Source: an optimization exercise on an open RTL-to-GDS flow (aim: small area and a short achievable clock period). Production flows keep margins and buffers that such runs may drop. Function was not checked in any run shown here: the RTL went through the layout flow alone. No activity file was given, so power comes from the tool's default toggle rates.

--- flow/design.v ---
module piped_wallace_mult(
    input wire clock, reset,
    input wire [15:0] x, y,
    output reg [31:0] prod
);
    reg [59:0] r1;
    reg [90:0] r2;
    reg [60:0] r3;
    reg v1, v2, v3;
    wire g1 = x[1] & x[0];
    wire q2 = x[1] ^ x[0];
    wire g3 = x[2] & x[1];
    wire q4 = x[2] ^ x[1];
    wire g5 = x[3] & x[2];
    wire q6 = x[3] ^ x[2];
    wire g7 = x[4] & x[3];
    wire q8 = x[4] ^ x[3];
    wire g9 = x[5] & x[4];
    wire q10 = x[5] ^ x[4];
    wire g11 = x[6] & x[5];
    wire q12 = x[6] ^ x[5];
    wire g13 = x[7] & x[6];
    wire q14 = x[7] ^ x[6];
    wire g15 = x[8] & x[7];
    wire q16 = x[8] ^ x[7];
    wire g17 = x[9] & x[8];
    wire q18 = x[9] ^ x[8];
    wire g19 = x[10] & x[9];
    wire q20 = x[10] ^ x[9];
    wire g21 = x[11] & x[10];
    wire q22 = x[11] ^ x[10];
    wire g23 = x[12] & x[11];
    wire q24 = x[12] ^ x[11];
    wire g25 = x[13] & x[12];
    wire q26 = x[13] ^ x[12];
    wire g27 = x[14] & x[13];
    wire q28 = x[14] ^ x[13];
    wire g29 = x[15] & x[14];
    wire q30 = x[15] ^ x[14];
    wire t31, u32;
    pfx i33 (.gh(g5), .ph(q6), .gl(g3), .pl(q4), .g(t31), .p(u32));
    wire t34, u35;
    pfx i36 (.gh(g9), .ph(q10), .gl(g7), .pl(q8), .g(t34), .p(u35));
    wire t37, u38;
    pfx i39 (.gh(g13), .ph(q14), .gl(g11), .pl(q12), .g(t37), .p(u38));
    wire t40, u41;
    pfx i42 (.gh(g17), .ph(q18), .gl(g15), .pl(q16), .g(t40), .p(u41));
    wire t43, u44;
    pfx i45 (.gh(g21), .ph(q22), .gl(g19), .pl(q20), .g(t43), .p(u44));
    wire t46, u47;
    pfx i48 (.gh(g25), .ph(q26), .gl(g23), .pl(q24), .g(t46), .p(u47));
    wire t49, u50;
    pfx i51 (.gh(g29), .ph(q30), .gl(g27), .pl(q28), .g(t49), .p(u50));
    wire t52;
    pfx_g i53 (.gh(g3), .ph(q4), .gl(g1), .g(t52));
    wire t54;
    pfx_g i55 (.gh(t31), .ph(u32), .gl(g1), .g(t54));
    wire t56, u57;
    pfx i58 (.gh(g11), .ph(q12), .gl(t34), .pl(u35), .g(t56), .p(u57));
    wire t59, u60;
    pfx i61 (.gh(t37), .ph(u38), .gl(t34), .pl(u35), .g(t59), .p(u60));
    wire t62, u63;
    pfx i64 (.gh(g19), .ph(q20), .gl(t40), .pl(u41), .g(t62), .p(u63));
    wire t65, u66;
    pfx i67 (.gh(t43), .ph(u44), .gl(t40), .pl(u41), .g(t65), .p(u66));
    wire t68, u69;
    pfx i70 (.gh(g27), .ph(q28), .gl(t46), .pl(u47), .g(t68), .p(u69));
    wire t71, u72;
    pfx i73 (.gh(t49), .ph(u50), .gl(t46), .pl(u47), .g(t71), .p(u72));
    wire t74;
    pfx_g i75 (.gh(g7), .ph(q8), .gl(t54), .g(t74));
    wire t76;
    pfx_g i77 (.gh(t34), .ph(u35), .gl(t54), .g(t76));
    wire t78;
    pfx_g i79 (.gh(t56), .ph(u57), .gl(t54), .g(t78));
    wire t80;
    pfx_g i81 (.gh(t59), .ph(u60), .gl(t54), .g(t80));
    wire t82, u83;
    pfx i84 (.gh(g23), .ph(q24), .gl(t65), .pl(u66), .g(t82), .p(u83));
    wire t85, u86;
    pfx i87 (.gh(t46), .ph(u47), .gl(t65), .pl(u66), .g(t85), .p(u86));
    wire t88, u89;
    pfx i90 (.gh(t68), .ph(u69), .gl(t65), .pl(u66), .g(t88), .p(u89));
    wire t91, u92;
    pfx i93 (.gh(t71), .ph(u72), .gl(t65), .pl(u66), .g(t91), .p(u92));
    wire t94;
    pfx_g i95 (.gh(g15), .ph(q16), .gl(t80), .g(t94));
    wire t96;
    pfx_g i97 (.gh(t40), .ph(u41), .gl(t80), .g(t96));
    wire t98;
    pfx_g i99 (.gh(t62), .ph(u63), .gl(t80), .g(t98));
    wire t100;
    pfx_g i101 (.gh(t65), .ph(u66), .gl(t80), .g(t100));
    wire t102;
    pfx_g i103 (.gh(t82), .ph(u83), .gl(t80), .g(t102));
    wire t104;
    pfx_g i105 (.gh(t85), .ph(u86), .gl(t80), .g(t104));
    wire t106;
    pfx_g i107 (.gh(t88), .ph(u89), .gl(t80), .g(t106));
    wire t108;
    pfx_g i109 (.gh(t91), .ph(u92), .gl(t80), .g(t108));
    wire t110 = x[15] & t108;
    wire z111 = q4 ^ g1;
    wire z112 = q6 ^ t52;
    wire z113 = q8 ^ t54;
    wire z114 = q10 ^ t74;
    wire z115 = q12 ^ t76;
    wire z116 = q14 ^ t78;
    wire z117 = q16 ^ t80;
    wire z118 = q18 ^ t94;
    wire z119 = q20 ^ t96;
    wire z120 = q22 ^ t98;
    wire z121 = q24 ^ t100;
    wire z122 = q26 ^ t102;
    wire z123 = q28 ^ t104;
    wire z124 = q30 ^ t106;
    wire z125 = x[15] ^ t108;
    wire p126 = ((r1[33] & r1[0]) | (r1[35] & r1[0])) ^ r1[37];
    wire p127 = ((r1[33] & r1[1]) | (r1[34] & r1[0]) | (r1[35] & r1[16])) ^ r1[37];
    wire p128 = ((r1[33] & r1[2]) | (r1[34] & r1[1]) | (r1[35] & r1[17]) | (r1[36] & r1[0])) ^ r1[37];
    wire p129 = ((r1[33] & r1[3]) | (r1[34] & r1[2]) | (r1[35] & r1[18]) | (r1[36] & r1[1])) ^ r1[37];
    wire p130 = ((r1[33] & r1[4]) | (r1[34] & r1[3]) | (r1[35] & r1[19]) | (r1[36] & r1[2])) ^ r1[37];
    wire p131 = ((r1[33] & r1[5]) | (r1[34] & r1[4]) | (r1[35] & r1[20]) | (r1[36] & r1[3])) ^ r1[37];
    wire p132 = ((r1[33] & r1[6]) | (r1[34] & r1[5]) | (r1[35] & r1[21]) | (r1[36] & r1[4])) ^ r1[37];
    wire p133 = ((r1[33] & r1[7]) | (r1[34] & r1[6]) | (r1[35] & r1[22]) | (r1[36] & r1[5])) ^ r1[37];
    wire p134 = ((r1[33] & r1[8]) | (r1[34] & r1[7]) | (r1[35] & r1[23]) | (r1[36] & r1[6])) ^ r1[37];
    wire p135 = ((r1[33] & r1[9]) | (r1[34] & r1[8]) | (r1[35] & r1[24]) | (r1[36] & r1[7])) ^ r1[37];
    wire p136 = ((r1[33] & r1[10]) | (r1[34] & r1[9]) | (r1[35] & r1[25]) | (r1[36] & r1[8])) ^ r1[37];
    wire p137 = ((r1[33] & r1[11]) | (r1[34] & r1[10]) | (r1[35] & r1[26]) | (r1[36] & r1[9])) ^ r1[37];
    wire p138 = ((r1[33] & r1[12]) | (r1[34] & r1[11]) | (r1[35] & r1[27]) | (r1[36] & r1[10])) ^ r1[37];
    wire p139 = ((r1[33] & r1[13]) | (r1[34] & r1[12]) | (r1[35] & r1[28]) | (r1[36] & r1[11])) ^ r1[37];
    wire p140 = ((r1[33] & r1[14]) | (r1[34] & r1[13]) | (r1[35] & r1[29]) | (r1[36] & r1[12])) ^ r1[37];
    wire p141 = ((r1[33] & r1[15]) | (r1[34] & r1[14]) | (r1[35] & r1[30]) | (r1[36] & r1[13])) ^ r1[37];
    wire p142 = ((r1[34] & r1[15]) | (r1[35] & r1[31]) | (r1[36] & r1[14])) ^ r1[37];
    wire p143 = ((r1[35] & r1[32]) | (r1[36] & r1[15])) ^ r1[37];
    wire p144 = ((r1[38] & r1[0]) | (r1[40] & r1[0])) ^ r1[42];
    wire p145 = ((r1[38] & r1[1]) | (r1[39] & r1[0]) | (r1[40] & r1[16])) ^ r1[42];
    wire p146 = ((r1[38] & r1[2]) | (r1[39] & r1[1]) | (r1[40] & r1[17]) | (r1[41] & r1[0])) ^ r1[42];
    wire p147 = ((r1[38] & r1[3]) | (r1[39] & r1[2]) | (r1[40] & r1[18]) | (r1[41] & r1[1])) ^ r1[42];
    wire p148 = ((r1[38] & r1[4]) | (r1[39] & r1[3]) | (r1[40] & r1[19]) | (r1[41] & r1[2])) ^ r1[42];
    wire p149 = ((r1[38] & r1[5]) | (r1[39] & r1[4]) | (r1[40] & r1[20]) | (r1[41] & r1[3])) ^ r1[42];
    wire p150 = ((r1[38] & r1[6]) | (r1[39] & r1[5]) | (r1[40] & r1[21]) | (r1[41] & r1[4])) ^ r1[42];
    wire p151 = ((r1[38] & r1[7]) | (r1[39] & r1[6]) | (r1[40] & r1[22]) | (r1[41] & r1[5])) ^ r1[42];
    wire p152 = ((r1[38] & r1[8]) | (r1[39] & r1[7]) | (r1[40] & r1[23]) | (r1[41] & r1[6])) ^ r1[42];
    wire p153 = ((r1[38] & r1[9]) | (r1[39] & r1[8]) | (r1[40] & r1[24]) | (r1[41] & r1[7])) ^ r1[42];
    wire p154 = ((r1[38] & r1[10]) | (r1[39] & r1[9]) | (r1[40] & r1[25]) | (r1[41] & r1[8])) ^ r1[42];
    wire p155 = ((r1[38] & r1[11]) | (r1[39] & r1[10]) | (r1[40] & r1[26]) | (r1[41] & r1[9])) ^ r1[42];
    wire p156 = ((r1[38] & r1[12]) | (r1[39] & r1[11]) | (r1[40] & r1[27]) | (r1[41] & r1[10])) ^ r1[42];
    wire p157 = ((r1[38] & r1[13]) | (r1[39] & r1[12]) | (r1[40] & r1[28]) | (r1[41] & r1[11])) ^ r1[42];
    wire p158 = ((r1[38] & r1[14]) | (r1[39] & r1[13]) | (r1[40] & r1[29]) | (r1[41] & r1[12])) ^ r1[42];
    wire p159 = ((r1[38] & r1[15]) | (r1[39] & r1[14]) | (r1[40] & r1[30]) | (r1[41] & r1[13])) ^ r1[42];
    wire p160 = ((r1[39] & r1[15]) | (r1[40] & r1[31]) | (r1[41] & r1[14])) ^ r1[42];
    wire p161 = ((r1[40] & r1[32]) | (r1[41] & r1[15])) ^ r1[42];
    wire p162 = ((r1[43] & r1[0]) | (r1[45] & r1[0])) ^ r1[47];
    wire p163 = ((r1[43] & r1[1]) | (r1[44] & r1[0]) | (r1[45] & r1[16])) ^ r1[47];
    wire p164 = ((r1[43] & r1[2]) | (r1[44] & r1[1]) | (r1[45] & r1[17]) | (r1[46] & r1[0])) ^ r1[47];
    wire p165 = ((r1[43] & r1[3]) | (r1[44] & r1[2]) | (r1[45] & r1[18]) | (r1[46] & r1[1])) ^ r1[47];
    wire p166 = ((r1[43] & r1[4]) | (r1[44] & r1[3]) | (r1[45] & r1[19]) | (r1[46] & r1[2])) ^ r1[47];
    wire p167 = ((r1[43] & r1[5]) | (r1[44] & r1[4]) | (r1[45] & r1[20]) | (r1[46] & r1[3])) ^ r1[47];
    wire p168 = ((r1[43] & r1[6]) | (r1[44] & r1[5]) | (r1[45] & r1[21]) | (r1[46] & r1[4])) ^ r1[47];
    wire p169 = ((r1[43] & r1[7]) | (r1[44] & r1[6]) | (r1[45] & r1[22]) | (r1[46] & r1[5])) ^ r1[47];
    wire p170 = ((r1[43] & r1[8]) | (r1[44] & r1[7]) | (r1[45] & r1[23]) | (r1[46] & r1[6])) ^ r1[47];
    wire p171 = ((r1[43] & r1[9]) | (r1[44] & r1[8]) | (r1[45] & r1[24]) | (r1[46] & r1[7])) ^ r1[47];
    wire p172 = ((r1[43] & r1[10]) | (r1[44] & r1[9]) | (r1[45] & r1[25]) | (r1[46] & r1[8])) ^ r1[47];
    wire p173 = ((r1[43] & r1[11]) | (r1[44] & r1[10]) | (r1[45] & r1[26]) | (r1[46] & r1[9])) ^ r1[47];
    wire p174 = ((r1[43] & r1[12]) | (r1[44] & r1[11]) | (r1[45] & r1[27]) | (r1[46] & r1[10])) ^ r1[47];
    wire p175 = ((r1[43] & r1[13]) | (r1[44] & r1[12]) | (r1[45] & r1[28]) | (r1[46] & r1[11])) ^ r1[47];
    wire p176 = ((r1[43] & r1[14]) | (r1[44] & r1[13]) | (r1[45] & r1[29]) | (r1[46] & r1[12])) ^ r1[47];
    wire p177 = ((r1[43] & r1[15]) | (r1[44] & r1[14]) | (r1[45] & r1[30]) | (r1[46] & r1[13])) ^ r1[47];
    wire p178 = ((r1[44] & r1[15]) | (r1[45] & r1[31]) | (r1[46] & r1[14])) ^ r1[47];
    wire p179 = ((r1[45] & r1[32]) | (r1[46] & r1[15])) ^ r1[47];
    wire p180 = ((r1[48] & r1[0]) | (r1[50] & r1[0])) ^ r1[52];
    wire p181 = ((r1[48] & r1[1]) | (r1[49] & r1[0]) | (r1[50] & r1[16])) ^ r1[52];
    wire p182 = ((r1[48] & r1[2]) | (r1[49] & r1[1]) | (r1[50] & r1[17]) | (r1[51] & r1[0])) ^ r1[52];
    wire p183 = ((r1[48] & r1[3]) | (r1[49] & r1[2]) | (r1[50] & r1[18]) | (r1[51] & r1[1])) ^ r1[52];
    wire p184 = ((r1[48] & r1[4]) | (r1[49] & r1[3]) | (r1[50] & r1[19]) | (r1[51] & r1[2])) ^ r1[52];
    wire p185 = ((r1[48] & r1[5]) | (r1[49] & r1[4]) | (r1[50] & r1[20]) | (r1[51] & r1[3])) ^ r1[52];
    wire p186 = ((r1[48] & r1[6]) | (r1[49] & r1[5]) | (r1[50] & r1[21]) | (r1[51] & r1[4])) ^ r1[52];
    wire p187 = ((r1[48] & r1[7]) | (r1[49] & r1[6]) | (r1[50] & r1[22]) | (r1[51] & r1[5])) ^ r1[52];
    wire p188 = ((r1[48] & r1[8]) | (r1[49] & r1[7]) | (r1[50] & r1[23]) | (r1[51] & r1[6])) ^ r1[52];
    wire p189 = ((r1[48] & r1[9]) | (r1[49] & r1[8]) | (r1[50] & r1[24]) | (r1[51] & r1[7])) ^ r1[52];
    wire p190 = ((r1[48] & r1[10]) | (r1[49] & r1[9]) | (r1[50] & r1[25]) | (r1[51] & r1[8])) ^ r1[52];
    wire p191 = ((r1[48] & r1[11]) | (r1[49] & r1[10]) | (r1[50] & r1[26]) | (r1[51] & r1[9])) ^ r1[52];
    wire p192 = ((r1[48] & r1[12]) | (r1[49] & r1[11]) | (r1[50] & r1[27]) | (r1[51] & r1[10])) ^ r1[52];
    wire p193 = ((r1[48] & r1[13]) | (r1[49] & r1[12]) | (r1[50] & r1[28]) | (r1[51] & r1[11])) ^ r1[52];
    wire p194 = ((r1[48] & r1[14]) | (r1[49] & r1[13]) | (r1[50] & r1[29]) | (r1[51] & r1[12])) ^ r1[52];
    wire p195 = ((r1[48] & r1[15]) | (r1[49] & r1[14]) | (r1[50] & r1[30]) | (r1[51] & r1[13])) ^ r1[52];
    wire p196 = ((r1[49] & r1[15]) | (r1[50] & r1[31]) | (r1[51] & r1[14])) ^ r1[52];
    wire p197 = ((r1[50] & r1[32]) | (r1[51] & r1[15])) ^ r1[52];
    wire p198 = ((r1[53] & r1[0]) | (r1[55] & r1[0])) ^ r1[57];
    wire p199 = ((r1[53] & r1[1]) | (r1[54] & r1[0]) | (r1[55] & r1[16])) ^ r1[57];
    wire p200 = ((r1[53] & r1[2]) | (r1[54] & r1[1]) | (r1[55] & r1[17]) | (r1[56] & r1[0])) ^ r1[57];
    wire p201 = ((r1[53] & r1[3]) | (r1[54] & r1[2]) | (r1[55] & r1[18]) | (r1[56] & r1[1])) ^ r1[57];
    wire p202 = ((r1[53] & r1[4]) | (r1[54] & r1[3]) | (r1[55] & r1[19]) | (r1[56] & r1[2])) ^ r1[57];
    wire p203 = ((r1[53] & r1[5]) | (r1[54] & r1[4]) | (r1[55] & r1[20]) | (r1[56] & r1[3])) ^ r1[57];
    wire p204 = ((r1[53] & r1[6]) | (r1[54] & r1[5]) | (r1[55] & r1[21]) | (r1[56] & r1[4])) ^ r1[57];
    wire p205 = ((r1[53] & r1[7]) | (r1[54] & r1[6]) | (r1[55] & r1[22]) | (r1[56] & r1[5])) ^ r1[57];
    wire p206 = ((r1[53] & r1[8]) | (r1[54] & r1[7]) | (r1[55] & r1[23]) | (r1[56] & r1[6])) ^ r1[57];
    wire p207 = ((r1[53] & r1[9]) | (r1[54] & r1[8]) | (r1[55] & r1[24]) | (r1[56] & r1[7])) ^ r1[57];
    wire p208 = ((r1[53] & r1[10]) | (r1[54] & r1[9]) | (r1[55] & r1[25]) | (r1[56] & r1[8])) ^ r1[57];
    wire p209 = ((r1[53] & r1[11]) | (r1[54] & r1[10]) | (r1[55] & r1[26]) | (r1[56] & r1[9])) ^ r1[57];
    wire p210 = ((r1[53] & r1[12]) | (r1[54] & r1[11]) | (r1[55] & r1[27]) | (r1[56] & r1[10])) ^ r1[57];
    wire p211 = ((r1[53] & r1[13]) | (r1[54] & r1[12]) | (r1[55] & r1[28]) | (r1[56] & r1[11])) ^ r1[57];
    wire p212 = ((r1[53] & r1[14]) | (r1[54] & r1[13]) | (r1[55] & r1[29]) | (r1[56] & r1[12])) ^ r1[57];
    wire p213 = ((r1[53] & r1[15]) | (r1[54] & r1[14]) | (r1[55] & r1[30]) | (r1[56] & r1[13])) ^ r1[57];
    wire p214 = ((r1[54] & r1[15]) | (r1[55] & r1[31]) | (r1[56] & r1[14])) ^ r1[57];
    wire p215 = ((r1[55] & r1[32]) | (r1[56] & r1[15])) ^ r1[57];
    wire p216 = (r1[58] & r1[0]);
    wire p217 = (r1[58] & r1[1]) | (r1[59] & r1[0]);
    wire p218 = (r1[58] & r1[2]) | (r1[59] & r1[1]);
    wire p219 = (r1[58] & r1[3]) | (r1[59] & r1[2]);
    wire p220 = (r1[58] & r1[4]) | (r1[59] & r1[3]);
    wire p221 = (r1[58] & r1[5]) | (r1[59] & r1[4]);
    wire p222 = (r1[58] & r1[6]) | (r1[59] & r1[5]);
    wire p223 = (r1[58] & r1[7]) | (r1[59] & r1[6]);
    wire p224 = (r1[58] & r1[8]) | (r1[59] & r1[7]);
    wire p225 = (r1[58] & r1[9]) | (r1[59] & r1[8]);
    wire p226 = (r1[58] & r1[10]) | (r1[59] & r1[9]);
    wire p227 = (r1[58] & r1[11]) | (r1[59] & r1[10]);
    wire p228 = (r1[58] & r1[12]) | (r1[59] & r1[11]);
    wire p229 = (r1[58] & r1[13]) | (r1[59] & r1[12]);
    wire p230 = (r1[58] & r1[14]) | (r1[59] & r1[13]);
    wire p231 = (r1[58] & r1[15]) | (r1[59] & r1[14]);
    wire p232 = (r1[59] & r1[15]);
    wire p233 = ~r1[37];
    wire p234 = ~r1[42];
    wire p235 = ~r1[47];
    wire p236 = ~r1[52];
    wire p237 = ~r1[57];
    wire s238, c239;
    fa_m i240 (.a(p129), .b(p144), .c(r1[42]), .s(s238), .co(c239));
    wire s241, c242;
    fa_m i243 (.a(p132), .b(p147), .c(p162), .s(s241), .co(c242));
    wire s244, c245;
    fa_m i246 (.a(p133), .b(p148), .c(p163), .s(s244), .co(c245));
    wire s247, c248;
    fa_m i249 (.a(p134), .b(p149), .c(p164), .s(s247), .co(c248));
    wire s250, c251;
    fa_m i252 (.a(p135), .b(p150), .c(p165), .s(s250), .co(c251));
    wire s253, c254;
    fa_m i255 (.a(p136), .b(p151), .c(p166), .s(s253), .co(c254));
    wire s256, c257;
    fa_m i258 (.a(p137), .b(p152), .c(p167), .s(s256), .co(c257));
    wire s259, c260;
    fa_m i261 (.a(p138), .b(p153), .c(p168), .s(s259), .co(c260));
    wire s262, c263;
    fa_m i264 (.a(p183), .b(p198), .c(r1[57]), .s(s262), .co(c263));
    wire s265, c266;
    fa_m i267 (.a(p139), .b(p154), .c(p169), .s(s265), .co(c266));
    wire s268, c269;
    ha_m i270 (.a(p184), .b(p199), .s(s268), .co(c269));
    wire s271, c272;
    fa_m i273 (.a(p140), .b(p155), .c(p170), .s(s271), .co(c272));
    wire s274, c275;
    ha_m i276 (.a(p185), .b(p200), .s(s274), .co(c275));
    wire s277, c278;
    fa_m i279 (.a(p141), .b(p156), .c(p171), .s(s277), .co(c278));
    wire s280, c281;
    fa_m i282 (.a(p186), .b(p201), .c(p216), .s(s280), .co(c281));
    wire s283, c284;
    fa_m i285 (.a(p142), .b(p157), .c(p172), .s(s283), .co(c284));
    wire s286, c287;
    fa_m i288 (.a(p187), .b(p202), .c(p217), .s(s286), .co(c287));
    wire s289, c290;
    fa_m i291 (.a(p143), .b(p158), .c(p173), .s(s289), .co(c290));
    wire s292, c293;
    fa_m i294 (.a(p188), .b(p203), .c(p218), .s(s292), .co(c293));
    wire s295, c296;
    fa_m i297 (.a(p159), .b(p174), .c(p189), .s(s295), .co(c296));
    wire s298, c299;
    fa_m i300 (.a(p204), .b(p219), .c(r1[37]), .s(s298), .co(c299));
    wire s301, c302;
    fa_m i303 (.a(p160), .b(p175), .c(p190), .s(s301), .co(c302));
    wire s304, c305;
    fa_m i306 (.a(p205), .b(p220), .c(r1[37]), .s(s304), .co(c305));
    wire s307, c308;
    fa_m i309 (.a(p161), .b(p176), .c(p191), .s(s307), .co(c308));
    wire s310, c311;
    fa_m i312 (.a(p206), .b(p221), .c(r1[37]), .s(s310), .co(c311));
    wire s313, c314;
    fa_m i315 (.a(p177), .b(p192), .c(p207), .s(s313), .co(c314));
    wire s316, c317;
    fa_m i318 (.a(p222), .b(p233), .c(p234), .s(s316), .co(c317));
    wire s319, c320;
    fa_m i321 (.a(p178), .b(p193), .c(p208), .s(s319), .co(c320));
    wire s322 = p223 ^ 1'b1;
    wire c323 = p223 & 1'b1;
    wire s324, c325;
    fa_m i326 (.a(p179), .b(p194), .c(p209), .s(s324), .co(c325));
    wire s327 = p224 ^ 1'b1;
    wire c328 = p224 & 1'b1;
    wire s329, c330;
    fa_m i331 (.a(p195), .b(p210), .c(p225), .s(s329), .co(c330));
    wire s332, c333;
    fa_m i334 (.a(p196), .b(p211), .c(p226), .s(s332), .co(c333));
    wire s335, c336;
    fa_m i337 (.a(p197), .b(p212), .c(p227), .s(s335), .co(c336));
    wire s338, c339;
    fa_m i340 (.a(p213), .b(p228), .c(p236), .s(s338), .co(c339));
    wire s341 = p214 ^ p229 ^ 1'b1;
    wire c342 = (p214 & p229) | (p214 & 1'b1) | (p229 & 1'b1);
    wire s343 = p215 ^ p230 ^ 1'b1;
    wire c344 = (p215 & p230) | (p215 & 1'b1) | (p230 & 1'b1);
    wire s345, c346;
    ha_m i347 (.a(r2[16]), .b(r2[17]), .s(s345), .co(c346));
    wire s348, c349;
    ha_m i350 (.a(r2[20]), .b(r2[21]), .s(s348), .co(c349));
    wire s351, c352;
    ha_m i353 (.a(r2[23]), .b(r2[24]), .s(s351), .co(c352));
    wire s354, c355;
    ha_m i356 (.a(r2[26]), .b(r2[27]), .s(s354), .co(c355));
    wire s357, c358;
    fa_m i359 (.a(r2[29]), .b(r2[30]), .c(r2[31]), .s(s357), .co(c358));
    wire s360, c361;
    fa_m i362 (.a(r2[33]), .b(r2[34]), .c(r2[35]), .s(s360), .co(c361));
    wire s363, c364;
    fa_m i365 (.a(r2[37]), .b(r2[38]), .c(r2[39]), .s(s363), .co(c364));
    wire s366, c367;
    fa_m i368 (.a(r2[41]), .b(r2[42]), .c(r2[43]), .s(s366), .co(c367));
    wire s369, c370;
    fa_m i371 (.a(r2[45]), .b(r2[46]), .c(r2[47]), .s(s369), .co(c370));
    wire s372, c373;
    fa_m i374 (.a(r2[49]), .b(r2[50]), .c(r2[51]), .s(s372), .co(c373));
    wire s375, c376;
    fa_m i377 (.a(r2[53]), .b(r2[54]), .c(r2[55]), .s(s375), .co(c376));
    wire s378, c379;
    fa_m i380 (.a(r2[57]), .b(r2[58]), .c(r2[59]), .s(s378), .co(c379));
    wire s381, c382;
    fa_m i383 (.a(r2[61]), .b(r2[62]), .c(r2[63]), .s(s381), .co(c382));
    wire s384, c385;
    fa_m i386 (.a(r2[65]), .b(r2[66]), .c(r2[67]), .s(s384), .co(c385));
    wire s387, c388;
    fa_m i389 (.a(r2[69]), .b(r2[70]), .c(r2[71]), .s(s387), .co(c388));
    wire s390, c391;
    fa_m i392 (.a(r2[73]), .b(r2[74]), .c(r2[75]), .s(s390), .co(c391));
    wire s393, c394;
    ha_m i395 (.a(r2[77]), .b(r2[78]), .s(s393), .co(c394));
    wire s396, c397;
    ha_m i398 (.a(r2[79]), .b(r2[80]), .s(s396), .co(c397));
    wire s399, c400;
    ha_m i401 (.a(r2[5]), .b(r2[6]), .s(s399), .co(c400));
    wire s402, c403;
    ha_m i404 (.a(r2[8]), .b(r2[9]), .s(s402), .co(c403));
    wire s405, c406;
    ha_m i407 (.a(r2[10]), .b(r2[11]), .s(s405), .co(c406));
    wire s408, c409;
    ha_m i410 (.a(r2[12]), .b(r2[13]), .s(s408), .co(c409));
    wire s411, c412;
    ha_m i413 (.a(r2[14]), .b(r2[15]), .s(s411), .co(c412));
    wire s414, c415;
    fa_m i416 (.a(s345), .b(r2[18]), .c(r2[19]), .s(s414), .co(c415));
    wire s417, c418;
    fa_m i419 (.a(c346), .b(s348), .c(r2[22]), .s(s417), .co(c418));
    wire s420, c421;
    fa_m i422 (.a(c349), .b(s351), .c(r2[25]), .s(s420), .co(c421));
    wire s423, c424;
    fa_m i425 (.a(c352), .b(s354), .c(r2[28]), .s(s423), .co(c424));
    wire s426, c427;
    fa_m i428 (.a(c355), .b(s357), .c(r2[32]), .s(s426), .co(c427));
    wire s429, c430;
    fa_m i431 (.a(c358), .b(s360), .c(r2[36]), .s(s429), .co(c430));
    wire s432, c433;
    fa_m i434 (.a(c361), .b(s363), .c(r2[40]), .s(s432), .co(c433));
    wire s435, c436;
    fa_m i437 (.a(c364), .b(s366), .c(r2[44]), .s(s435), .co(c436));
    wire s438, c439;
    fa_m i440 (.a(c367), .b(s369), .c(r2[48]), .s(s438), .co(c439));
    wire s441, c442;
    fa_m i443 (.a(c370), .b(s372), .c(r2[52]), .s(s441), .co(c442));
    wire s444, c445;
    fa_m i446 (.a(c373), .b(s375), .c(r2[56]), .s(s444), .co(c445));
    wire s447, c448;
    fa_m i449 (.a(c376), .b(s378), .c(r2[60]), .s(s447), .co(c448));
    wire s450, c451;
    fa_m i452 (.a(c379), .b(s381), .c(r2[64]), .s(s450), .co(c451));
    wire s453, c454;
    fa_m i455 (.a(c382), .b(s384), .c(r2[68]), .s(s453), .co(c454));
    wire s456, c457;
    fa_m i458 (.a(c385), .b(s387), .c(r2[72]), .s(s456), .co(c457));
    wire s459, c460;
    fa_m i461 (.a(c388), .b(s390), .c(r2[76]), .s(s459), .co(c460));
    wire s462 = c391 ^ s393 ^ 1'b1;
    wire c463 = (c391 & s393) | (c391 & 1'b1) | (s393 & 1'b1);
    wire s464 = c394 ^ s396 ^ 1'b1;
    wire c465 = (c394 & s396) | (c394 & 1'b1) | (s396 & 1'b1);
    wire s466, c467;
    fa_m i468 (.a(c397), .b(r2[81]), .c(r2[82]), .s(s466), .co(c467));
    wire s469, c470;
    ha_m i471 (.a(r2[83]), .b(r2[84]), .s(s469), .co(c470));
    wire s472, c473;
    ha_m i474 (.a(r2[85]), .b(r2[86]), .s(s472), .co(c473));
    wire s475, c476;
    fa_m i477 (.a(r2[87]), .b(r2[88]), .c(r2[89]), .s(s475), .co(c476));
    wire s478 = r2[90] ^ 1'b1;
    wire c479 = r2[90] & 1'b1;
    wire t480 = r3[2] & r3[0];
    wire u481 = r3[4] & r3[3];
    wire t482, u483;
    pfx i484 (.gh(r3[7]), .ph(r3[8]), .gl(r3[5]), .pl(r3[6]), .g(t482), .p(u483));
    wire t485, u486;
    pfx i487 (.gh(r3[11]), .ph(r3[12]), .gl(r3[9]), .pl(r3[10]), .g(t485), .p(u486));
    wire t488, u489;
    pfx i490 (.gh(r3[15]), .ph(r3[16]), .gl(r3[13]), .pl(r3[14]), .g(t488), .p(u489));
    wire t491, u492;
    pfx i493 (.gh(r3[19]), .ph(r3[20]), .gl(r3[17]), .pl(r3[18]), .g(t491), .p(u492));
    wire t494, u495;
    pfx i496 (.gh(r3[23]), .ph(r3[24]), .gl(r3[21]), .pl(r3[22]), .g(t494), .p(u495));
    wire t497, u498;
    pfx i499 (.gh(r3[27]), .ph(r3[28]), .gl(r3[25]), .pl(r3[26]), .g(t497), .p(u498));
    wire t500, u501;
    pfx i502 (.gh(r3[31]), .ph(r3[32]), .gl(r3[29]), .pl(r3[30]), .g(t500), .p(u501));
    wire t503, u504;
    pfx i505 (.gh(r3[35]), .ph(r3[36]), .gl(r3[33]), .pl(r3[34]), .g(t503), .p(u504));
    wire t506, u507;
    pfx i508 (.gh(r3[39]), .ph(r3[40]), .gl(r3[37]), .pl(r3[38]), .g(t506), .p(u507));
    wire t509, u510;
    pfx i511 (.gh(r3[43]), .ph(r3[44]), .gl(r3[41]), .pl(r3[42]), .g(t509), .p(u510));
    wire t512, u513;
    pfx i514 (.gh(r3[47]), .ph(r3[48]), .gl(r3[45]), .pl(r3[46]), .g(t512), .p(u513));
    wire t515, u516;
    pfx i517 (.gh(r3[51]), .ph(r3[52]), .gl(r3[49]), .pl(r3[50]), .g(t515), .p(u516));
    wire t518, u519;
    pfx i520 (.gh(r3[55]), .ph(r3[56]), .gl(r3[53]), .pl(r3[54]), .g(t518), .p(u519));
    wire t521 = r3[3] & t480;
    wire t522 = u481 & t480;
    wire t523, u524;
    pfx i525 (.gh(r3[9]), .ph(r3[10]), .gl(t482), .pl(u483), .g(t523), .p(u524));
    wire t526, u527;
    pfx i528 (.gh(t485), .ph(u486), .gl(t482), .pl(u483), .g(t526), .p(u527));
    wire t529, u530;
    pfx i531 (.gh(r3[17]), .ph(r3[18]), .gl(t488), .pl(u489), .g(t529), .p(u530));
    wire t532, u533;
    pfx i534 (.gh(t491), .ph(u492), .gl(t488), .pl(u489), .g(t532), .p(u533));
    wire t535, u536;
    pfx i537 (.gh(r3[25]), .ph(r3[26]), .gl(t494), .pl(u495), .g(t535), .p(u536));
    wire t538, u539;
    pfx i540 (.gh(t497), .ph(u498), .gl(t494), .pl(u495), .g(t538), .p(u539));
    wire t541, u542;
    pfx i543 (.gh(r3[33]), .ph(r3[34]), .gl(t500), .pl(u501), .g(t541), .p(u542));
    wire t544, u545;
    pfx i546 (.gh(t503), .ph(u504), .gl(t500), .pl(u501), .g(t544), .p(u545));
    wire t547, u548;
    pfx i549 (.gh(r3[41]), .ph(r3[42]), .gl(t506), .pl(u507), .g(t547), .p(u548));
    wire t550, u551;
    pfx i552 (.gh(t509), .ph(u510), .gl(t506), .pl(u507), .g(t550), .p(u551));
    wire t553, u554;
    pfx i555 (.gh(r3[49]), .ph(r3[50]), .gl(t512), .pl(u513), .g(t553), .p(u554));
    wire t556, u557;
    pfx i558 (.gh(t515), .ph(u516), .gl(t512), .pl(u513), .g(t556), .p(u557));
    wire t559, u560;
    pfx i561 (.gh(r3[57]), .ph(r3[58]), .gl(t518), .pl(u519), .g(t559), .p(u560));
    wire t562;
    pfx_g i563 (.gh(r3[5]), .ph(r3[6]), .gl(t522), .g(t562));
    wire t564;
    pfx_g i565 (.gh(t482), .ph(u483), .gl(t522), .g(t564));
    wire t566;
    pfx_g i567 (.gh(t523), .ph(u524), .gl(t522), .g(t566));
    wire t568;
    pfx_g i569 (.gh(t526), .ph(u527), .gl(t522), .g(t568));
    wire t570, u571;
    pfx i572 (.gh(r3[21]), .ph(r3[22]), .gl(t532), .pl(u533), .g(t570), .p(u571));
    wire t573, u574;
    pfx i575 (.gh(t494), .ph(u495), .gl(t532), .pl(u533), .g(t573), .p(u574));
    wire t576, u577;
    pfx i578 (.gh(t535), .ph(u536), .gl(t532), .pl(u533), .g(t576), .p(u577));
    wire t579, u580;
    pfx i581 (.gh(t538), .ph(u539), .gl(t532), .pl(u533), .g(t579), .p(u580));
    wire t582, u583;
    pfx i584 (.gh(r3[37]), .ph(r3[38]), .gl(t544), .pl(u545), .g(t582), .p(u583));
    wire t585, u586;
    pfx i587 (.gh(t506), .ph(u507), .gl(t544), .pl(u545), .g(t585), .p(u586));
    wire t588, u589;
    pfx i590 (.gh(t547), .ph(u548), .gl(t544), .pl(u545), .g(t588), .p(u589));
    wire t591, u592;
    pfx i593 (.gh(t550), .ph(u551), .gl(t544), .pl(u545), .g(t591), .p(u592));
    wire t594, u595;
    pfx i596 (.gh(r3[53]), .ph(r3[54]), .gl(t556), .pl(u557), .g(t594), .p(u595));
    wire t597, u598;
    pfx i599 (.gh(t518), .ph(u519), .gl(t556), .pl(u557), .g(t597), .p(u598));
    wire t600, u601;
    pfx i602 (.gh(t559), .ph(u560), .gl(t556), .pl(u557), .g(t600), .p(u601));
    wire t603;
    pfx_g i604 (.gh(r3[13]), .ph(r3[14]), .gl(t568), .g(t603));
    wire t605;
    pfx_g i606 (.gh(t488), .ph(u489), .gl(t568), .g(t605));
    wire t607;
    pfx_g i608 (.gh(t529), .ph(u530), .gl(t568), .g(t607));
    wire t609;
    pfx_g i610 (.gh(t532), .ph(u533), .gl(t568), .g(t609));
    wire t611;
    pfx_g i612 (.gh(t570), .ph(u571), .gl(t568), .g(t611));
    wire t613;
    pfx_g i614 (.gh(t573), .ph(u574), .gl(t568), .g(t613));
    wire t615;
    pfx_g i616 (.gh(t576), .ph(u577), .gl(t568), .g(t615));
    wire t617;
    pfx_g i618 (.gh(t579), .ph(u580), .gl(t568), .g(t617));
    wire t619, u620;
    pfx i621 (.gh(r3[45]), .ph(r3[46]), .gl(t591), .pl(u592), .g(t619), .p(u620));
    wire t622, u623;
    pfx i624 (.gh(t512), .ph(u513), .gl(t591), .pl(u592), .g(t622), .p(u623));
    wire t625, u626;
    pfx i627 (.gh(t553), .ph(u554), .gl(t591), .pl(u592), .g(t625), .p(u626));
    wire t628, u629;
    pfx i630 (.gh(t556), .ph(u557), .gl(t591), .pl(u592), .g(t628), .p(u629));
    wire t631, u632;
    pfx i633 (.gh(t594), .ph(u595), .gl(t591), .pl(u592), .g(t631), .p(u632));
    wire t634, u635;
    pfx i636 (.gh(t597), .ph(u598), .gl(t591), .pl(u592), .g(t634), .p(u635));
    wire t637, u638;
    pfx i639 (.gh(t600), .ph(u601), .gl(t591), .pl(u592), .g(t637), .p(u638));
    wire t640;
    pfx_g i641 (.gh(r3[29]), .ph(r3[30]), .gl(t617), .g(t640));
    wire t642;
    pfx_g i643 (.gh(t500), .ph(u501), .gl(t617), .g(t642));
    wire t644;
    pfx_g i645 (.gh(t541), .ph(u542), .gl(t617), .g(t644));
    wire t646;
    pfx_g i647 (.gh(t544), .ph(u545), .gl(t617), .g(t646));
    wire t648;
    pfx_g i649 (.gh(t582), .ph(u583), .gl(t617), .g(t648));
    wire t650;
    pfx_g i651 (.gh(t585), .ph(u586), .gl(t617), .g(t650));
    wire t652;
    pfx_g i653 (.gh(t588), .ph(u589), .gl(t617), .g(t652));
    wire t654;
    pfx_g i655 (.gh(t591), .ph(u592), .gl(t617), .g(t654));
    wire t656;
    pfx_g i657 (.gh(t619), .ph(u620), .gl(t617), .g(t656));
    wire t658;
    pfx_g i659 (.gh(t622), .ph(u623), .gl(t617), .g(t658));
    wire t660;
    pfx_g i661 (.gh(t625), .ph(u626), .gl(t617), .g(t660));
    wire t662;
    pfx_g i663 (.gh(t628), .ph(u629), .gl(t617), .g(t662));
    wire t664;
    pfx_g i665 (.gh(t631), .ph(u632), .gl(t617), .g(t664));
    wire t666;
    pfx_g i667 (.gh(t634), .ph(u635), .gl(t617), .g(t666));
    wire t668;
    pfx_g i669 (.gh(t637), .ph(u638), .gl(t617), .g(t668));
    wire z670 = r3[2] ^ r3[0];
    wire z671 = r3[3] ^ t480;
    wire z672 = r3[4] ^ t521;
    wire z673 = r3[6] ^ t522;
    wire z674 = r3[8] ^ t562;
    wire z675 = r3[10] ^ t564;
    wire z676 = r3[12] ^ t566;
    wire z677 = r3[14] ^ t568;
    wire z678 = r3[16] ^ t603;
    wire z679 = r3[18] ^ t605;
    wire z680 = r3[20] ^ t607;
    wire z681 = r3[22] ^ t609;
    wire z682 = r3[24] ^ t611;
    wire z683 = r3[26] ^ t613;
    wire z684 = r3[28] ^ t615;
    wire z685 = r3[30] ^ t617;
    wire z686 = r3[32] ^ t640;
    wire z687 = r3[34] ^ t642;
    wire z688 = r3[36] ^ t644;
    wire z689 = r3[38] ^ t646;
    wire z690 = r3[40] ^ t648;
    wire z691 = r3[42] ^ t650;
    wire z692 = r3[44] ^ t652;
    wire z693 = r3[46] ^ t654;
    wire z694 = r3[48] ^ t656;
    wire z695 = r3[50] ^ t658;
    wire z696 = r3[52] ^ t660;
    wire z697 = r3[54] ^ t662;
    wire z698 = r3[56] ^ t664;
    wire z699 = r3[58] ^ t666;
    wire z700 = r3[60] ^ t668;
    wire [31:0] result = {z700, z699, z698, z697, z696, z695, z694, z693, z692, z691, z690, z689, z688, z687, z686, z685, z684, z683, z682, z681, z680, z679, z678, z677, z676, z675, z674, z673, z672, z671, z670, r3[1]};
    always @(posedge clock) begin
        r1 <= {(y[14] & y[15]), (y[14] & ~y[15]) | (~y[14] & y[15]), y[14], (y[11] & y[12] & y[13] & ~y[14]) | (~y[11] & ~y[12] & ~y[13] & y[14]), (y[11] & ~y[12] & y[13] & ~y[14]) | (~y[11] & y[12] & y[13] & ~y[14]) | (y[11] & ~y[12] & ~y[13] & y[14]) | (~y[11] & y[12] & ~y[13] & y[14]), (y[11] & y[12] & ~y[13] & ~y[14]) | (~y[11] & ~y[12] & y[13] & ~y[14]) | (y[11] & y[12] & ~y[13] & y[14]) | (~y[11] & ~y[12] & y[13] & y[14]), (y[11] & ~y[12] & ~y[13] & ~y[14]) | (~y[11] & y[12] & ~y[13] & ~y[14]) | (y[11] & ~y[12] & y[13] & y[14]) | (~y[11] & y[12] & y[13] & y[14]), y[11], (y[8] & y[9] & y[10] & ~y[11]) | (~y[8] & ~y[9] & ~y[10] & y[11]), (y[8] & ~y[9] & y[10] & ~y[11]) | (~y[8] & y[9] & y[10] & ~y[11]) | (y[8] & ~y[9] & ~y[10] & y[11]) | (~y[8] & y[9] & ~y[10] & y[11]), (y[8] & y[9] & ~y[10] & ~y[11]) | (~y[8] & ~y[9] & y[10] & ~y[11]) | (y[8] & y[9] & ~y[10] & y[11]) | (~y[8] & ~y[9] & y[10] & y[11]), (y[8] & ~y[9] & ~y[10] & ~y[11]) | (~y[8] & y[9] & ~y[10] & ~y[11]) | (y[8] & ~y[9] & y[10] & y[11]) | (~y[8] & y[9] & y[10] & y[11]), y[8], (y[5] & y[6] & y[7] & ~y[8]) | (~y[5] & ~y[6] & ~y[7] & y[8]), (y[5] & ~y[6] & y[7] & ~y[8]) | (~y[5] & y[6] & y[7] & ~y[8]) | (y[5] & ~y[6] & ~y[7] & y[8]) | (~y[5] & y[6] & ~y[7] & y[8]), (y[5] & y[6] & ~y[7] & ~y[8]) | (~y[5] & ~y[6] & y[7] & ~y[8]) | (y[5] & y[6] & ~y[7] & y[8]) | (~y[5] & ~y[6] & y[7] & y[8]), (y[5] & ~y[6] & ~y[7] & ~y[8]) | (~y[5] & y[6] & ~y[7] & ~y[8]) | (y[5] & ~y[6] & y[7] & y[8]) | (~y[5] & y[6] & y[7] & y[8]), y[5], (y[2] & y[3] & y[4] & ~y[5]) | (~y[2] & ~y[3] & ~y[4] & y[5]), (y[2] & ~y[3] & y[4] & ~y[5]) | (~y[2] & y[3] & y[4] & ~y[5]) | (y[2] & ~y[3] & ~y[4] & y[5]) | (~y[2] & y[3] & ~y[4] & y[5]), (y[2] & y[3] & ~y[4] & ~y[5]) | (~y[2] & ~y[3] & y[4] & ~y[5]) | (y[2] & y[3] & ~y[4] & y[5]) | (~y[2] & ~y[3] & y[4] & y[5]), (y[2] & ~y[3] & ~y[4] & ~y[5]) | (~y[2] & y[3] & ~y[4] & ~y[5]) | (y[2] & ~y[3] & y[4] & y[5]) | (~y[2] & y[3] & y[4] & y[5]), y[2], (~y[0] & ~y[1] & y[2]), (y[0] & y[1] & ~y[2]) | (y[0] & ~y[1] & y[2]), (~y[0] & y[1] & ~y[2]) | (~y[0] & y[1] & y[2]), (y[0] & ~y[1] & ~y[2]) | (y[0] & y[1] & y[2]), t110, z125, z124, z123, z122, z121, z120, z119, z118, z117, z116, z115, z114, z113, z112, z111, q2, x[15], x[14], x[13], x[12], x[11], x[10], x[9], x[8], x[7], x[6], x[5], x[4], x[3], x[2], x[1], x[0]};
        r2 <= {p232, p237, p231, c344, s343, c342, s341, c339, s338, c336, s335, c333, s332, c330, p235, s329, c328, c325, s327, s324, c323, c320, s322, s319, c317, c314, s316, s313, c311, c308, s310, s307, c305, c302, s304, s301, c299, c296, s298, s295, c293, c290, s292, s289, c287, c284, s286, s283, c281, c278, s280, s277, c275, c272, s274, s271, c269, c266, s268, s265, c263, c260, s262, s259, c257, p182, s256, c254, p181, s253, c251, r1[52], p180, s250, c248, s247, c245, s244, c242, r1[47], s241, p146, p131, p145, p130, c239, s238, p128, p127, r1[37], p126};
        r3 <= {c476 ^ s478, c476 & s478, c473 ^ s475, c473 & s475, c470 ^ s472, c470 & s472, c467 ^ s469, c467 & s469, c465 ^ s466, c465 & s466, c463 ^ s464, c463 & s464, c460 ^ s462, c460 & s462, c457 ^ s459, c457 & s459, c454 ^ s456, c454 & s456, c451 ^ s453, c451 & s453, c448 ^ s450, c448 & s450, c445 ^ s447, c445 & s447, c442 ^ s444, c442 & s444, c439 ^ s441, c439 & s441, c436 ^ s438, c436 & s438, c433 ^ s435, c433 & s435, c430 ^ s432, c430 & s432, c427 ^ s429, c427 & s429, c424 ^ s426, c424 & s426, c421 ^ s423, c421 & s423, c418 ^ s420, c418 & s420, c415 ^ s417, c415 & s417, c412 ^ s414, c412 & s414, c409 ^ s411, c409 & s411, c406 ^ s408, c406 & s408, c403 ^ s405, c403 & s405, c400 ^ s402, c400 & s402, s399 ^ r2[7], s399 & r2[7], r2[4], r2[3], r2[2], r2[0] ^ r2[1], r2[0] & r2[1]};
    end
    always @(posedge clock or posedge reset)
        if (reset) begin
            v1 <= 1'b0; v2 <= 1'b0; v3 <= 1'b0; prod <= 32'd0;
        end else begin
            v1 <= 1'b1; v2 <= v1; v3 <= v2;
            prod <= v3 ? result : 32'd0;
        end
endmodule
module fa_m(input wire a, b, c, output wire s, co);
    assign s = a ^ b ^ c;
    assign co = (a & b) | (a & c) | (b & c);
endmodule
module ha_m(input wire a, b, output wire s, co);
    assign s = a ^ b;
    assign co = a & b;
endmodule
module pfx(input wire gh, ph, gl, pl, output wire g, p);
    assign g = gh | (ph & gl);
    assign p = ph & pl;
endmodule
module pfx_g(input wire gh, ph, gl, output wire g);
    assign g = gh | (ph & gl);
endmodule
--- flow/flow/run.sh ---
#!/bin/bash
# The standard layout (standard.sh, unchanged synthesis), except that the
# port buffers are plain buffers instead of delay cells. Tool output: standard.log
# here and ORFS's own logs under orfs/logs.
set -e
echo 'export BUFFER_PORTS_ARGS = -buffer_cell sky130_fd_sc_hd__buf_1' >> "$FLOW_CONFIG"
bash standard.sh > standard.log 2>&1
--- flow/standard.sh ---
#!/bin/bash
# synth_recipe.tcl (not shown) runs the flow's synth.tcl, then flattens the netlist and writes it again
# the make line also repeats each setting of config.mk as NAME=value (left out here)
make -C /OpenROAD-flow-scripts/flow DESIGN_CONFIG=/design/flow/config.mk WORK_HOME=/design/flow/orfs CLKGATE_MAP_FILE= SYNTH_SCRIPT=/design/flow/synth_recipe.tcl "${@:-finish}"
--- flow/config.mk ---
export PLATFORM = sky130hd
export DESIGN_NAME = piped_wallace_mult
export DESIGN_NICKNAME = piped_wallace_mult
export VERILOG_FILES = /design/flow/design.v
export SDC_FILE = /design/flow/constraint.sdc
export NUM_CORES = 4
export LEC_CHECK = 0
export CAP_MARGIN = 20
export CORE_MARGIN = 2
export CORE_UTILIZATION = 40
export CTS_CLUSTER_DIAMETER = 150
export CTS_CLUSTER_SIZE = 30
export SETUP_SLACK_MARGIN = 1.1
export SLEW_MARGIN = 20
export SYNTH_HIERARCHICAL = 1
export SYNTH_MINIMUM_KEEP_SIZE = 0
export BUFFER_PORTS_ARGS = -buffer_cell sky130_fd_sc_hd__buf_1
--- flow/constraint.sdc ---
create_clock -name core_clock -period 2.8 [get_ports {clock}]
set_input_delay 0.5600 -clock core_clock [delete_from_list [all_inputs] [get_ports {clock}]]
set_output_delay 0.5600 -clock core_clock [all_outputs]
set_load 0.01 [all_outputs]
==> summary.txt, run 1 <==
Synth
  • Flops & latches, synth: 246
  • Synth area leader: dfxtp_1
  • Syn Std Cell Area: 12600 um2
  • Syn Area/Cell: 12.2 um2
  • Top cells by area, synth: dfxtp_1 (33%), fa_1 (9.7%), a221oi_2 (7.4%)
  • Register area share after synthesis: 40.4%
  • Main synth FF type: dfxtp_1
  • Syn. warnings: 7
  • Yosys top cell area share: 33.4%
  • Post-Syn Nets: 1199
  • Cells after Synth: 1038
  • Asr flop ratio synth: 14.2%
  • Post-synth cell types: 30
  • Post-synth EDFFs: 0

Setup path
  • CP Capture Type: flip-flop
  • Critical Path RT: 3170 ps
  • R2r startpoint: r1[40]
  • Reg-to-reg slack, setup: 1020 ps
  • CP Class: flip-flop to flip-flop
  • Crit path DAT: 2150 ps
  • Reg2Reg Depth: 5
  • Reg2Reg Capture Point: r2[24]
  • CP Capture Point: r2[24]
  • Max Fanout on Critical Path: 8
  • Setup crit start: r1[40]
  • CP Launch Type: flip-flop

GRT
  • Initial antenna violation count: 0
  • GRT Total Usage: 16.1%
  • Largest net degree at the start of global routing: 36
  • Number of global-route vias before repair: 7998
  • GRT overflow: 0
  • First-pass GRT wire length: 43600 um

Place
  • Area after DPL: 13100 um2
  • Post-DP HPWL: 19000 um
  • Number of port buffers: 65
  • Placed cell count: 1451
  • RePlAce Congestion: 0.824

Power and ir drop
  • Psw: 4.31 mW
  • Internal Power: 8.25 mW
  • Clock network fraction of total power: 15.6%
  • Lkg Pwr: 6.39 nW
  • VDD IR max: 0.000440 V
  • Pwr Density: 867 nW/um2
  • Power Total: 12.6 mW
  • Seq pwr share: 43.9%
  • Comb power frac: 40.5%
  • Switching fraction of total power: 34.3%

Clock tree
  • CTS tree: yes
  • Clock slew at reported path FFs: 110 ps
  • CTS sink count: 246
  • Max Buffers Root-to-Sink: 3
  • CTS Root Cell: clkbuf_16
  • H-tree depth: 1
  • CTS buffer count: 12
  • Clock latency (worst-skew pair): 480 ps

Floorplanning
  • Die Y-Extent: 182 um
  • Core area: 31300 um2
  • Die ar.: 33000 um2
  • Starting density of the core: 40.4%
  • # IOs: 66
  • Die X: 182 um
  • Row Count: 65

Drt
  • DR WL/cell: 17.5 um
  • Vias: 7868
  • Final wirelength: 26700 um
  • Drt initial violations: 434
  • DRT Pass-1 Iters: 6
  • Vias/cell: 5.16
  • Antenna Nets Post-Route: 0
  • # DRC: 0

Timing
  • Period Utilization, post-route: 63.6%
  • Final setup fails: 0
  • Final min period: 1780 ps
  • Worst clock skew: 26.5 ps
  • Fmax: 0.562 GHz
  • Slew @ Worst Pin: 702 ps
  • Unrepaired setup endpoints after global routing: true
  • Setup TNS: 0 ps
  • Final Slew Violations: 0
  • Max_slew headroom: 53.2%
  • Final Hold Violating Endpoints: 0

Flow run
  • MaxCap Viol Count: 0

Layout
  • Final Net Count: 1282
  • Finished Layout Cells: 1525
  • Final Instance Area: 14500 um2
  • Commonest non-fill, non-tap cell in the layout: dfxtp_1
  • Layout cells sized above 1: 27.6%
  • Area Overhead vs Synth: 14.7%
  • Number of diodes: 0
  • Highest-count cells in the layout ignoring fill and taps: dfxtp_1 (144), a21o_1 (97), xnor2_1 (92), and2_1 (92), buf_4 (76)

Run status
  • Run status: timing/DRC/antenna clean

Worst hold path
  • Hold crit path type: input pin to asynchronous set/reset pin
registers in the layout, summed over array words and instances, names as in the netlist:
register / cells
r3: 60
v2: 1
prod: 32
v3: 1
r2: 91
v1: 1
r1: 60
modules after synthesis, one instance, submodules excluded:
module	cells inside	area, um2	flip-flops and latches	copies in the design
fa_m	1	20.0	0	61
ha_m	1	12.5	0	15
pfx	2	13.8	0	61
pfx_g	1	7.51	0	41
piped_wallace_mult	799	10100	246	1
metrics by stage:
step	setup WS (ps)	util, %	hold WS [ps]
floorplan	868	-	310
global placement	484	41.9	317
detailed placement	450	41.9	312
CTS	1030	44.6	132
global route	971	46.3	184
finish	1020	46.3	125
layer usage:
layer / part of all wire, % / GRT usage (%) / routed length (um) / vias to the layer above
li1: - / - / - / 3837
met1: 48 / 23.3 / 12900 / 3805
met2: 45 / 25.2 / 12000 / 195
met3: 5.6 / 2.79 / 1500 / 31
met4: 1.2 / 3.35 / 327 / 0
met5: 0 / 0 / 0 / -
synth_stat cells (9+ instances only):
cell and number:
a21o_1 102, a221oi_2 62, a222oi_1 10, a22o_1 59, a22o_2 24, and2_1 95
buf_2 28, buf_4 12, buf_6 25, clkbuf_1 17, dfrtp_1 35, dfxtp_1 211
fa_1 61, ha_1 66, inv_1 20, nand2_1 12, o21ai_0 9, xnor2_1 101
xor2_1 42
how the worst min path moves through the flow:
stage / slack [ps] / end / start
global route: 180 / r1[0] / x[0]
finish: 130 / prod[0] / reset
floorplan: 310 / r3[2] / r2[2]
global placement: 320 / r3[4] / r2[4]
CTS: 130 / prod[0] / reset
detailed placement: 310 / r3[2] / r2[2]
kinds of logic after synthesis:
group	Yosys count	synth area share, %
fa+ha+maj	127	16.2
buf+inv	108	5.62
flops	246	40.4
other cells	1	0.0297
compound gates	281	21.5
simple gates	132	6.35
xor+xnor	143	9.91
worst max-delay path, stage by stage (launching register included):
cell and delay [ps]:
dfxtp_4 410, buf_8 150, a22o_4 240, a221oi_2 190, xnor2_1 190, fa_2 490
final cells by class:
type / instances / area [um2]
clock inverter: 1 / 30.0
sequential: 246 / 5250
fill: 2785 / 16800
tap: 402 / 503
inverter: 20 / 75.1
multi-input combinational: 685 / 7280
timing repair buffer: 156 / 1030
clock buffer: 15 / 333
what timing repair did:
action                     4_1_cts  5_1_grt
hold buffers                     0        0
setup endpoints to repair       97       79
buffers inserted                29       28
gates resized for setup        102       71
gates cloned                     1        0
pin swaps                       58       61
power by group through the flow:
stage	registers (mW)	clock network (mW)	logic (mW)
final	5.51	1.96	5.09
after global routing	5.64	2.19	5.92
after CTS	5.49	2.06	5.04
after detailed placement	5.55	0	4.79
after global placement	5.53	0	4.69
after floorplan	5.29	0	3.64
==> inputs of run 2 (changes only) <==
--- a/flow/config.mk
+++ b/flow/config.mk
@@ -6,4 +6,5 @@
 export NUM_CORES = 4
 export LEC_CHECK = 0
+export ABC_AREA = 1
 export CAP_MARGIN = 20
 export CORE_MARGIN = 2
@@ -11,5 +12,5 @@
 export CTS_CLUSTER_DIAMETER = 150
 export CTS_CLUSTER_SIZE = 30
-export SETUP_SLACK_MARGIN = 1.1
+export SETUP_SLACK_MARGIN = 1.0
 export SLEW_MARGIN = 20
 export SYNTH_HIERARCHICAL = 1
==> run 2 against run 1 <==
Compared with the run above:
- synthesized cell count increased by 88%
- count of clock-buffer cells in the layout increased by 1
- final cell count increased by 59%
- via count increased by 41%
- final area increased by 1.4%
- total power decreased by 9.0%
- critical path depth decreased by 2
- still clean on timing, DRC and antenna
- flip-flop and latch count unchanged
- global-route usage increased by 1.5 points
- sequential share of layout area decreased by 1.2 points
- first-iteration DRC count increased by 83%
- non-clock buffer count decreased by 77
==> summary.txt, run 2 <==
Drt
  • Vias: 11110
  • # DRC: 0
  • DRT Pass-1 Iters: 6
  • Final wirelength: 31700 um
  • Antenna Nets Post-Route: 0
  • Vias/cell: 4.59
  • DR WL/cell: 13.1 um
  • Drt initial violations: 793

Clock tree
  • Clock slew at reported path FFs: 110 ps
  • Post-CTS Repair Setup Buffers: 0
  • Clock latency (worst-skew pair): 490 ps
  • CTS buffer count: 12
  • CTS tree: yes
  • CTS sink count: 246
  • Max Buffers Root-to-Sink: 3
  • H-tree depth: 1
  • CTS Root Cell: clkbuf_16
  • Number of hold buffers added after CTS: 0

Synth
  • Syn Area/Cell: 7.31 um2
  • Register area share after synthesis: 35.7%
  • Top cells by count, synth: nand2_1 (920), dfxtp_1 (211), inv_1 (210), nor2_1 (112), o21ai_1 (71)
  • Synth area leader: dfxtp_1
  • Syn Std Cell Area: 14300 um2
  • Cells after Synth: 1953
  • Asr flop ratio synth: 14.2%
  • Post-synth cell types: 31
  • Main synth FF type: dfxtp_1
  • Top cells by area, synth: dfxtp_1 (30%), nand2_1 (24%), fa_1 (8.6%)
  • Flops & latches, synth: 246
  • Post-synth EDFFs: 0
  • Syn. warnings: 7
  • Post-Syn Nets: 2114
  • Most common cell in the netlist: nand2_1
  • Yosys top cell area share: 29.6%

Timing
  • Final min period: 1760 ps
  • Min Hold Slack: 46.5 ps
  • Final Slew Violations: 0
  • Worst clock skew: 29.7 ps
  • Setup TNS: 0 ps
  • Final setup fails: 0
  • Final worst slack: 1040 ps
  • Slew @ Worst Pin: 581 ps
  • Max_slew headroom: 61.2%
  • Period Utilization, post-route: 62.7%
  • Fmax: 0.570 GHz
  • Final Hold Violating Endpoints: 0
  • Unrepaired setup endpoints after global routing: false

Setup path
  • Reg2Reg Capture Point: r3[24]
  • CP Capture Type: flip-flop
  • R2r startpoint: r2[29]
  • CP Launch Type: flip-flop
  • Critical Path RT: 3180 ps
  • Reg2Reg Depth: 3
  • Setup crit start: r2[29]
  • Crit path DAT: 2140 ps
  • CP Capture Point: r3[24]
  • CP Class: flip-flop to flip-flop
  • Max Fanout on Critical Path: 1
  • Reg-to-reg slack, setup: 1040 ps

Layout
  • Area of the multi-input gates: 7420 um2
  • Top Registers: r2 (91), r1 (60), r3 (60)
  • Final Instance Area: 14700 um2
  • Largest register FFs: 91
  • Layout cells sized above 1: 8.73%
  • Final design utilization: 41.5%
  • Filler cell count in the final layout: 3609
  • Final Net Count: 2117
  • Highest-count cells in the layout ignoring fill and taps: nand2_1 (916), inv_1 (208), dfxtp_1 (174), nor2_1 (112), o21ai_1 (71)
  • Number of diodes: 0
  • Commonest non-fill, non-tap cell in the layout: nand2_1
  • Area Overhead vs Synth: 2.91%
  • Register Area: 5150 um2
  • Biggest register: r2

GRT
  • Largest net degree at the start of global routing: 33
  • GRT Total Usage: 17.6%
  • First-pass GRT wire length: 53200 um
  • GRT overflow: 0
  • Initial antenna violation count: 0
  • Number of global-route vias before repair: 10671

Place
  • Pre-CTS setup slack: 706 ps
  • Area after DPL: 14200 um2
  • RePlAce Congestion: 0.880
  • Number of port buffers: 65
  • Post-DP HPWL: 23600 um

Floorplanning
  • Die X: 193 um
  • Die Y-Extent: 193 um
  • # IOs: 66
  • Row Count: 69
  • Core area: 35400 um2
  • Starting density of the core: 40.3%
  • Die ar.: 37200 um2

Flow run
  • MaxCap Viol Count: 0

Run status
  • Run status: timing/DRC/antenna clean

Power and ir drop
  • VDD IR max: 0.000379 V
  • Lkg Pwr: 8.00 nW
  • Pwr Density: 778 nW/um2

Worst hold path
  • Hold crit path type: input pin to asynchronous set/reset pin
run 2: cell count changes after synthesis, moves of 23 or more:
cell / before / now
a21o_1: 102 / 0
a221oi_2: 62 / 0
a22o_1: 59 / 0
a22o_2: 24 / 0
and2_1: 95 / 1
buf_6: 25 / 66
inv_1: 20 / 210
nand2_1: 12 / 920
nand2_2: 0 / 55
nor2_1: 8 / 112
nor2_2: 0 / 23
o21ai_1: 0 / 71
xnor2_1: 101 / 2
run 2: metrics by stage:
stage / instances / power (mW)
5_1_grt: 2420 / 12.7
4_1_cts: 2417 / 11.6
3_5_place_dp: 2400 / 9.51
6_report: 2420 / 11.4
3_3_place_gp: 2400 / 9.39
2_1_floorplan: 1953 / 8.32
run 2: cells by family after synthesis:
logic type	after synthesis	synth area share (%)
flops	246	35.7
buf+inv	310	12.6
xor+xnor	26	1.59
fa+ha+maj	127	14.3
other cells	1	0.0263
compound gates	102	3.94
simple gates	1141	31.8
run 2: how the worst min path moves through the flow:
stage / depth (start not counted) / endpoint / startpoint / slack (ps)
detailed placement: 0 / r3[2] / r2[2] / 310
CTS: 2 / prod[19] / reset / 60
global route: 2 / prod[19] / reset / 80
finish: 2 / prod[19] / reset / 50
floorplan: 0 / r3[2] / r2[2] / 310
global placement: 0 / r3[4] / r2[4] / 320
run 2: final cells by class:
type,count,area share (%)
inverters,218,5.60
multi-input cells,1399,50.5
flip-flops and latches,246,35.0
clock inverters,1,0.204
well taps,461,3.93
repair buffers,79,2.43
clock buffers,16,2.29
run 2: what timing repair did:
item                                    4_1_cts  5_1_grt
cloned                                        0        2
pin swaps                                     0        1
gates resized for setup                      32       16
endpoints found under the setup margin       62       59
run 2: routing by layer:
| layer | wire length (um) | GRT usage (%) |
|---|---|---|
| met1 | 15100 | 24.7 |
| met4 | 731 | 4.69 |
| met2 | 13900 | 28.7 |
| met5 | 0 | 0 |
| met3 | 1890 | 2.22 |
run 2: report_power, final:
group          leakage [nW]  internal (mW)  switching, mW
combinational          5.61           1.66           2.44
clock                 0.175          0.875           1.11
sequential             2.22           4.55          0.795
total                  8.00           7.08           4.34
run 2: critical path, cell delays in order, from the launching register on:
cell and delay, ps:
dfxtp_1 360, fa_1 580, fa_1 430, ha_1 280
run 2: per-module statistics from Yosys (local to each module, per instance):
module	copies in the design	flops+latches	cell area, um2
fa_m	61	0	20.0
ha_m	15	0	12.5
pfx	61	0	18.8
pfx_g	41	0	11.3
piped_wallace_mult	1	246	11300

[separate check: timing with driven ports]
No port has a modelled driver above. Below, the same layouts with a new extraction and two added sets of constraints.
Step 1, drivers: a clkbuf_16 drives clock and a buf_2 each remaining input, both assumed.
Step 2 times the ports against the registers' clock, not the clock port: input delays grow and output delays shrink by t, the midpoint of the rising clock arrivals with the driver on.
a / b / c = ideal / step 1 / step 2; a / b = the first two.
run | t (ns) | setup slack, ns | worst setup path after step 2 | worst slew at a driven data input, ns | pins driven straight from the clock port
run 1 | 0.522 | 1.020 / 1.020 / 0.660 | input to register | 0.04 | 1
run 2 | 0.528 | 1.044 / 1.044 / 0.740 | input to register | 0.04 | 1
After both steps setup and hold are still met in every run listed. The setup slack of run 1, which loses most, moves by 0.000 ns with the drivers and by -0.360 ns with both steps.
